This design comes from an exercise in tuning for small area, a short achievable clock period and few clock cycles per item on the open sky130 flow, not from production work. Power figures rest on the tool's default switching activity, not on a simulated workload.

==> inputs of run a <==
// y86_cpu
module y86_cpu(
    input         clk,
    input         rst,
    output [63:0] imem_addr,
    input  [79:0] imem_data,
    output [63:0] dmem_addr,
    output [63:0] dmem_wdata,
    output        dmem_we,
    input  [63:0] dmem_rdata,
    input  [3:0]  dbg_reg,
    output [63:0] dbg_val,
    output        halted,
    output [1:0]  stat
);
==> module y86_cpu, before the edit <==
module y86_cpu(
    input         clk,
    input         rst,
    output [63:0] imem_addr,
    input  [79:0] imem_data,
    output [63:0] dmem_addr,
    output [63:0] dmem_wdata,
    output        dmem_we,
    input  [63:0] dmem_rdata,
    input  [3:0]  dbg_reg,
    output [63:0] dbg_val,
    output        halted,
    output [1:0]  stat
);
  reg  [63:0] PC;
  reg  [2:0]  CC;           
  reg         halted_r;
  reg  [1:0]  stat_r;
  reg         s2_we;        
  reg         s2_ret;
  reg         s2_isM;       
  reg  [3:0]  s2_dst;       
  reg  [63:0] s2_val;       
  reg  [63:0] s2_wdata;
  reg  [63:0] R [0:14];
  wire [63:0] fpc = s2_ret ? dmem_rdata : PC;
  assign imem_addr = fpc;
  wire [3:0]  icode = imem_data[79:76];
  wire [3:0]  ifun  = imem_data[75:72];
  wire [3:0]  rA    = imem_data[71:68];
  wire [3:0]  rB    = imem_data[67:64];
  wire [63:0] cimm  = imem_data[63:0];
  wire [63:0] dest  = imem_data[71:8];
  wire i_halt = (icode == 4'h0);
  wire i_cmov = (icode == 4'h2);
  wire i_irm  = (icode == 4'h3);
  wire i_rm   = (icode == 4'h4);
  wire i_mr   = (icode == 4'h5);
  wire i_op   = (icode == 4'h6);
  wire i_jxx  = (icode == 4'h7);
  wire i_call = (icode == 4'h8);
  wire i_ret  = (icode == 4'h9);
  wire i_push = (icode == 4'hA);
  wire i_pop  = (icode == 4'hB);
  wire i_bad  = (icode[3:2] == 2'b11);
  wire stk    = i_call | i_ret | i_push | i_pop;
  wire run = ~halted_r & ~i_halt & ~i_bad;
  reg [3:0] len;
  always @* begin
    case (icode)
      4'h2, 4'h6, 4'hA, 4'hB: len = 4'd2;
      4'h3, 4'h4, 4'h5:       len = 4'd10;
      4'h7, 4'h8:             len = 4'd9;
      default:                len = 4'd1;
    endcase
  end
  wire [63:0] valP = fpc + {60'd0, len};
  wire [63:0] W = s2_isM ? dmem_rdata : s2_val;    
  wire [959:0] rflat;
  genvar g;
  for (g = 0; g < 15; g = g + 1) begin : fl
    assign rflat[64*g +: 64] = R[g];
  end
  wire [3:0] idxA = halted_r ? dbg_reg : rA;
  wire [3:0] idxB = stk ? 4'd4 : rB;
  wire [14:0] selA, selB;
  for (g = 0; g < 15; g = g + 1) begin : sl
    assign selA[g] = (idxA == g);
    assign selB[g] = (idxB == g);
  end
  wire [63:0] portA, portB;
  rf_read rdA(.sel(selA), .r(rflat), .q(portA));
  rf_read rdB(.sel(selB), .r(rflat), .q(portB));
  assign dbg_val = portA;
  wire fwdA = (s2_dst != 4'hF) & (s2_dst == rA);
  wire fwdB = (s2_dst != 4'hF) & (s2_dst == idxB);
  wire [63:0] valA = fwdA ? W : portA;
  wire [63:0] valB = fwdB ? W : portB;
  wire ZF = CC[0], SF = CC[1], OF = CC[2];
  reg cnd;
  always @* begin
    case (ifun)
      4'h0: cnd = 1'b1;
      4'h1: cnd = (SF ^ OF) | ZF;
      4'h2: cnd = SF ^ OF;
      4'h3: cnd = ZF;
      4'h4: cnd = ~ZF;
      4'h5: cnd = ~(SF ^ OF);
      4'h6: cnd = ~(SF ^ OF) & ~ZF;
      default: cnd = 1'b0;
    endcase
  end
  wire op_sub = i_op & (ifun[1:0] == 2'd1);
  wire op_and = i_op & (ifun[1:0] == 2'd2);
  wire op_xor = i_op & (ifun[1:0] == 2'd3);
  wire [63:0] Y = i_op ? (op_sub ? ~valA : valA) :
                  (i_rm | i_mr) ? cimm :
                  (i_call | i_push) ? 64'hFFFF_FFFF_FFFF_FFF8 : 64'd8;
  wire [63:0] sum = valB + Y + {63'd0, op_sub};
  wire [63:0] valE = i_irm  ? cimm :
                     i_cmov ? valA :
                     op_and ? (valB & valA) :
                     op_xor ? (valB ^ valA) : sum;
  wire addOF = (valB[63] == Y[63]) & (sum[63] != valB[63]);
  wire newOF = (op_and | op_xor) ? 1'b0 : addOF;
  reg [3:0] dst;
  always @* begin
    dst = 4'hF;
    if (i_cmov)            dst = cnd ? rB : 4'hF;
    else if (i_irm | i_op) dst = rB;
    else if (i_mr | i_pop) dst = rA;
  end
  always @(posedge clk) begin
    if (rst) begin
      PC <= 64'd64;
      CC <= 3'b001;
      halted_r <= 1'b0;
      stat_r <= 2'b01;
      s2_we <= 1'b0;
      s2_ret <= 1'b0;
      s2_dst <= 4'hF;
    end else begin
      s2_we  <= run & (i_rm | i_call | i_push);
      s2_ret <= run & i_ret;
      s2_dst <= run ? dst : 4'hF;
      if (run) begin
        PC <= ((i_jxx & cnd) | i_call) ? dest : valP;
        if (i_op) CC <= {newOF, valE[63], valE == 64'd0};
      end
      if (~halted_r & (i_halt | i_bad)) begin
        halted_r <= 1'b1;
        stat_r <= i_halt ? 2'b10 : 2'b00;
      end
    end
    s2_isM   <= i_mr | i_pop;
    s2_val   <= (i_ret | i_pop) ? valB : valE;
    s2_wdata <= i_call ? valP : valA;
  end
  wire [63:0] Wz = rst ? 64'd0 : W;
  wire stkw = run & stk & ~rst;
  integer i;
  always @(posedge clk) begin
    for (i = 0; i < 15; i = i + 1) begin
      if (i == 4) begin
        if (stkw)
          R[i] <= valE;
        else if (rst | (s2_dst == i[3:0]))
          R[i] <= Wz;
      end else if (rst | (s2_dst == i[3:0]))
        R[i] <= Wz;
    end
  end
  assign dmem_addr  = s2_val;
  assign dmem_wdata = s2_wdata;
  assign dmem_we    = s2_we;
  assign halted     = halted_r;
  assign stat       = stat_r;
endmodule
clock: 50.0 ns
lec_check: 0
abc_clock_period_in_ps: 30000
cap_margin: 20
core_margin: 2
core_utilization: 30
setup_slack_margin: 3
slew_margin: 20
synth_hierarchical: 1
run.sh (not shown) runs the stock make flow with config.mk's settings and CLKGATE_MAP_FILE= SYNTH_SCRIPT=/design/flow/synth_recipe.tcl, a recipe that flattens the netlist after the stock synthesis.
==> run b: changes against run a <==
--- a/flow/design.v
+++ b/flow/design.v
@@ -1 +1,60 @@
+module alu_pg(input gh, ph, gl, pl, output g, p);
+  assign g = gh | (ph & gl);
+  assign p = ph & pl;
+endmodule
+module bk_carry64(input [63:0] g, input [63:0] p, input cin, output [63:0] c);
+  wire [63:0] G [0:6];
+  wire [63:0] P [0:6];
+  assign G[0] = {g[63:1], g[0] | (p[0] & cin)};
+  assign P[0] = p;
+  genvar l, i;
+  for (l = 1; l <= 6; l = l + 1) begin : up
+    for (i = 0; i < 64; i = i + 1) begin : b
+      if ((i + 1) % (1 << l) == 0) begin : n
+        alu_pg u(.gh(G[l-1][i]), .ph(P[l-1][i]),
+                 .gl(G[l-1][i-(1<<(l-1))]), .pl(P[l-1][i-(1<<(l-1))]),
+                 .g(G[l][i]), .p(P[l][i]));
+      end else begin : k
+        assign G[l][i] = G[l-1][i];
+        assign P[l][i] = P[l-1][i];
+      end
+    end
+  end
+  wire [63:0] GD [1:6];
+  wire [63:0] PD [1:6];
+  assign GD[6] = G[6];
+  assign PD[6] = P[6];
+  for (l = 5; l >= 1; l = l - 1) begin : dn
+    for (i = 0; i < 64; i = i + 1) begin : b
+      if ((i + 1) % (1 << l) == (1 << (l - 1)) && i >= (1 << l)) begin : n
+        alu_pg u(.gh(GD[l+1][i]), .ph(PD[l+1][i]),
+                 .gl(GD[l+1][i-(1<<(l-1))]), .pl(PD[l+1][i-(1<<(l-1))]),
+                 .g(GD[l][i]), .p(PD[l][i]));
+      end else begin : k
+        assign GD[l][i] = GD[l+1][i];
+        assign PD[l][i] = PD[l+1][i];
+      end
+    end
+  end
+  assign c = {GD[1][62:0], cin};
+endmodule
+module alu64(
+    input  [63:0] A,
+    input  [63:0] X,
+    input  [63:0] C,
+    input         yA, yAn, yC, kneg, kany, killg, cin, selS, selX, selAnd,
+    output [63:0] sum,
+    output [63:0] out,
+    output        ovf
+);
+  wire [63:0] k = {{60{kneg}}, kany, 3'b000};
+  wire [63:0] Y = ({64{yA}} & A) | ({64{yAn}} & ~A) | ({64{yC}} & C) | k;
+  wire [63:0] p = X ^ Y;
+  wire [63:0] g = X & Y & {64{~killg}};
+  wire [63:0] c;
+  bk_carry64 bk(.g(g), .p(p), .cin(cin), .c(c));
+  assign sum = p ^ c;
+  assign out = ({64{selS}} & sum) | ({64{selX}} & X) | ({64{selAnd}} & g);
+  assign ovf = (X[63] == Y[63]) & (sum[63] != X[63]);
+endmodule
 module rf_ao222n(input a, b, c, d, e, f, output y);
@@ -13,2 +72,14 @@
     assign q[b] = ~(&t);
+  end
+endmodule
+module rf_readf(input [14:0] sel, input fsel, input [63:0] f, input [959:0] r, output [63:0] q);
+  genvar b, g;
+  for (b = 0; b < 64; b = b + 1) begin : bits
+    wire [4:0] t;
+    for (g = 0; g < 5; g = g + 1) begin : grp
+      rf_ao222n u(.a(sel[3*g]),   .b(r[64*(3*g)+b]),
+                  .c(sel[3*g+1]), .d(r[64*(3*g+1)+b]),
+                  .e(sel[3*g+2]), .f(r[64*(3*g+2)+b]), .y(t[g]));
+    end
+    assign q[b] = ~(&t) | (fsel & f[b]);
   end
@@ -71,4 +142,8 @@
   end
-  wire [63:0] valP = fpc + {60'd0, len};
-  wire [63:0] W = s2_isM ? dmem_rdata : s2_val;    
+  wire [4:0]  lo   = {1'b0, fpc[3:0]} + {1'b0, len};
+  wire [59:0] hi   = fpc[63:4] + {59'd0, lo[4]};
+  wire [63:0] valP = {hi, lo[3:0]};
+  wire wM = s2_isM & ~rst;
+  wire wV = ~s2_isM & ~rst;
+  wire [63:0] Wz = ({64{wM}} & dmem_rdata) | ({64{wV}} & s2_val);
   wire [959:0] rflat;
@@ -79,16 +154,20 @@
   wire [3:0] idxA = halted_r ? dbg_reg : rA;
-  wire [3:0] idxB = stk ? 4'd4 : rB;
-  wire [14:0] selA, selB;
-  for (g = 0; g < 15; g = g + 1) begin : sl
+  wire [14:0] selA;
+  for (g = 0; g < 15; g = g + 1) begin : sla
     assign selA[g] = (idxA == g);
-    assign selB[g] = (idxB == g);
-  end
-  wire [63:0] portA, portB;
+  end
+  wire [63:0] portA;
   rf_read rdA(.sel(selA), .r(rflat), .q(portA));
-  rf_read rdB(.sel(selB), .r(rflat), .q(portB));
   assign dbg_val = portA;
   wire fwdA = (s2_dst != 4'hF) & (s2_dst == rA);
-  wire fwdB = (s2_dst != 4'hF) & (s2_dst == idxB);
-  wire [63:0] valA = fwdA ? W : portA;
-  wire [63:0] valB = fwdB ? W : portB;
+  wire [63:0] A = fwdA ? Wz : portA;
+  wire zB = i_irm | i_cmov;
+  wire [3:0] idxB = stk ? 4'd4 : rB;
+  wire fwdB = (s2_dst != 4'hF) & (s2_dst == idxB) & ~zB;
+  wire [14:0] selB;
+  for (g = 0; g < 15; g = g + 1) begin : slb
+    assign selB[g] = (idxB == g) & ~fwdB & ~zB;
+  end
+  wire [63:0] X;
+  rf_readf rdB(.sel(selB), .fsel(fwdB), .f(Wz), .r(rflat), .q(X));
   wire ZF = CC[0], SF = CC[1], OF = CC[2];
@@ -110,12 +189,10 @@
   wire op_xor = i_op & (ifun[1:0] == 2'd3);
-  wire [63:0] Y = i_op ? (op_sub ? ~valA : valA) :
-                  (i_rm | i_mr) ? cimm :
-                  (i_call | i_push) ? 64'hFFFF_FFFF_FFFF_FFF8 : 64'd8;
-  wire [63:0] sum = valB + Y + {63'd0, op_sub};
-  wire [63:0] valE = i_irm  ? cimm :
-                     i_cmov ? valA :
-                     op_and ? (valB & valA) :
-                     op_xor ? (valB ^ valA) : sum;
-  wire addOF = (valB[63] == Y[63]) & (sum[63] != valB[63]);
-  wire newOF = (op_and | op_xor) ? 1'b0 : addOF;
+  wire popret = i_pop | i_ret;
+  wire [63:0] sum, out;
+  wire ovf;
+  alu64 alu(.A(A), .X(X), .C(cimm),
+            .yA((i_op & ~op_sub) | i_cmov), .yAn(op_sub), .yC(i_irm | i_rm | i_mr),
+            .kneg(i_push | i_call), .kany(stk), .killg(op_xor), .cin(op_sub),
+            .selS(~(popret | op_and)), .selX(popret), .selAnd(op_and),
+            .sum(sum), .out(out), .ovf(ovf));
   reg [3:0] dst;
@@ -129,3 +206,2 @@
     if (rst) begin
-      PC <= 64'd64;
       CC <= 3'b001;
@@ -140,6 +216,4 @@
       s2_dst <= run ? dst : 4'hF;
-      if (run) begin
-        PC <= ((i_jxx & cnd) | i_call) ? dest : valP;
-        if (i_op) CC <= {newOF, valE[63], valE == 64'd0};
-      end
+      if (run & i_op)
+        CC <= {~ifun[1] & ovf, out[63], out == 64'd0};
       if (~halted_r & (i_halt | i_bad)) begin
@@ -149,7 +223,7 @@
     end
+    PC <= rst ? 64'd64 : ((i_jxx & cnd) | i_call) ? dest : valP;
     s2_isM   <= i_mr | i_pop;
-    s2_val   <= (i_ret | i_pop) ? valB : valE;
-    s2_wdata <= i_call ? valP : valA;
-  end
-  wire [63:0] Wz = rst ? 64'd0 : W;
+    s2_val   <= out;
+    s2_wdata <= i_call ? valP : A;
+  end
   wire stkw = run & stk & ~rst;
@@ -159,6 +233,4 @@
       if (i == 4) begin
-        if (stkw)
-          R[i] <= valE;
-        else if (rst | (s2_dst == i[3:0]))
-          R[i] <= Wz;
+        if (stkw | rst | (s2_dst == i[3:0]))
+          R[i] <= stkw ? sum : Wz;
       end else if (rst | (s2_dst == i[3:0]))
--- a/flow/config.mk
+++ b/flow/config.mk
@@ -10,3 +10,4 @@
 export CORE_MARGIN = 2
-export CORE_UTILIZATION = 30
+export CORE_UTILIZATION = 50
+export CTS_BUF_LIST = sky130_fd_sc_hd__clkbuf_4 sky130_fd_sc_hd__clkbuf_8
 export SETUP_SLACK_MARGIN = 3
==> qor summary <==
| quantity | run b | run a |
|---|---|---|
| Syn nets | 4,464 | 5,333 |
| Total die area | 114,000 um2 | 199,000 um2 |
| Post-Syn Instances | 4,243 | 5,051 |
| Layout cells sized above 1 | 0.145 | 0.0973 |
| Multi-In Gates | 2,848 | 3,583 |
| Comb power | 0.631 mW | 0.882 mW |
| Count of inserted tapcells | 1,488 | 2,542 |
| Flop+latch power | 1.37 mW | 1.38 mW |
| Min cycle time layout | 24,600 ps | 24,130 ps |
| Final #Nets | 5,032 | 5,795 |
| Fraction of power consumed by the clock network | 0.312 | 0.289 |
| Horiz. Die Dim | 337 um | 446 um |
| Relative contribution of combinational cells to total power | 0.217 | 0.277 |
| Routability cong. | 1.00 | 1.06 |
| Vias in the first global route | 46,400 | 51,300 |
| Area of all placed cells without fillers | 66,300 um2 | 70,500 um2 |
| Outcome | complete, no violations | complete, no violations |
No functional check of the RTL was part of any run of this note.

what the ideal ports hide:
No port has a modelled driver above. Below, the same layouts with a new extraction and two added sets of constraints.
Step 1, drivers: a clkbuf_16 drives clk and a buf_2 each remaining input, both assumed.
Step 2 adds t to the input delays and takes it off the output delays; t is the mean of the earliest and latest rising clock arrival at the registers after step 1. Input paths then give back, and output paths get back, about the clock's delay inside the block.
Three values: ideal, step 1, step 2; two values: the first two.
| run | t, ns | setup slack, ns | latest minus earliest clock arrival (ns) | pins driven straight from the clock port |
|---|---|---|---|---|
| run a | 0.891 | 25.870 / 25.812 / 25.812 | 0.071 / 0.072 | 1 |
| run b | 0.976 | 25.399 / 25.371 / 25.371 | 0.042 / 0.042 | 1 |
After both steps every run listed still meets setup and hold. The setup slack of run a, which loses most, moves by -0.058 ns with the drivers and by -0.058 ns with both steps.
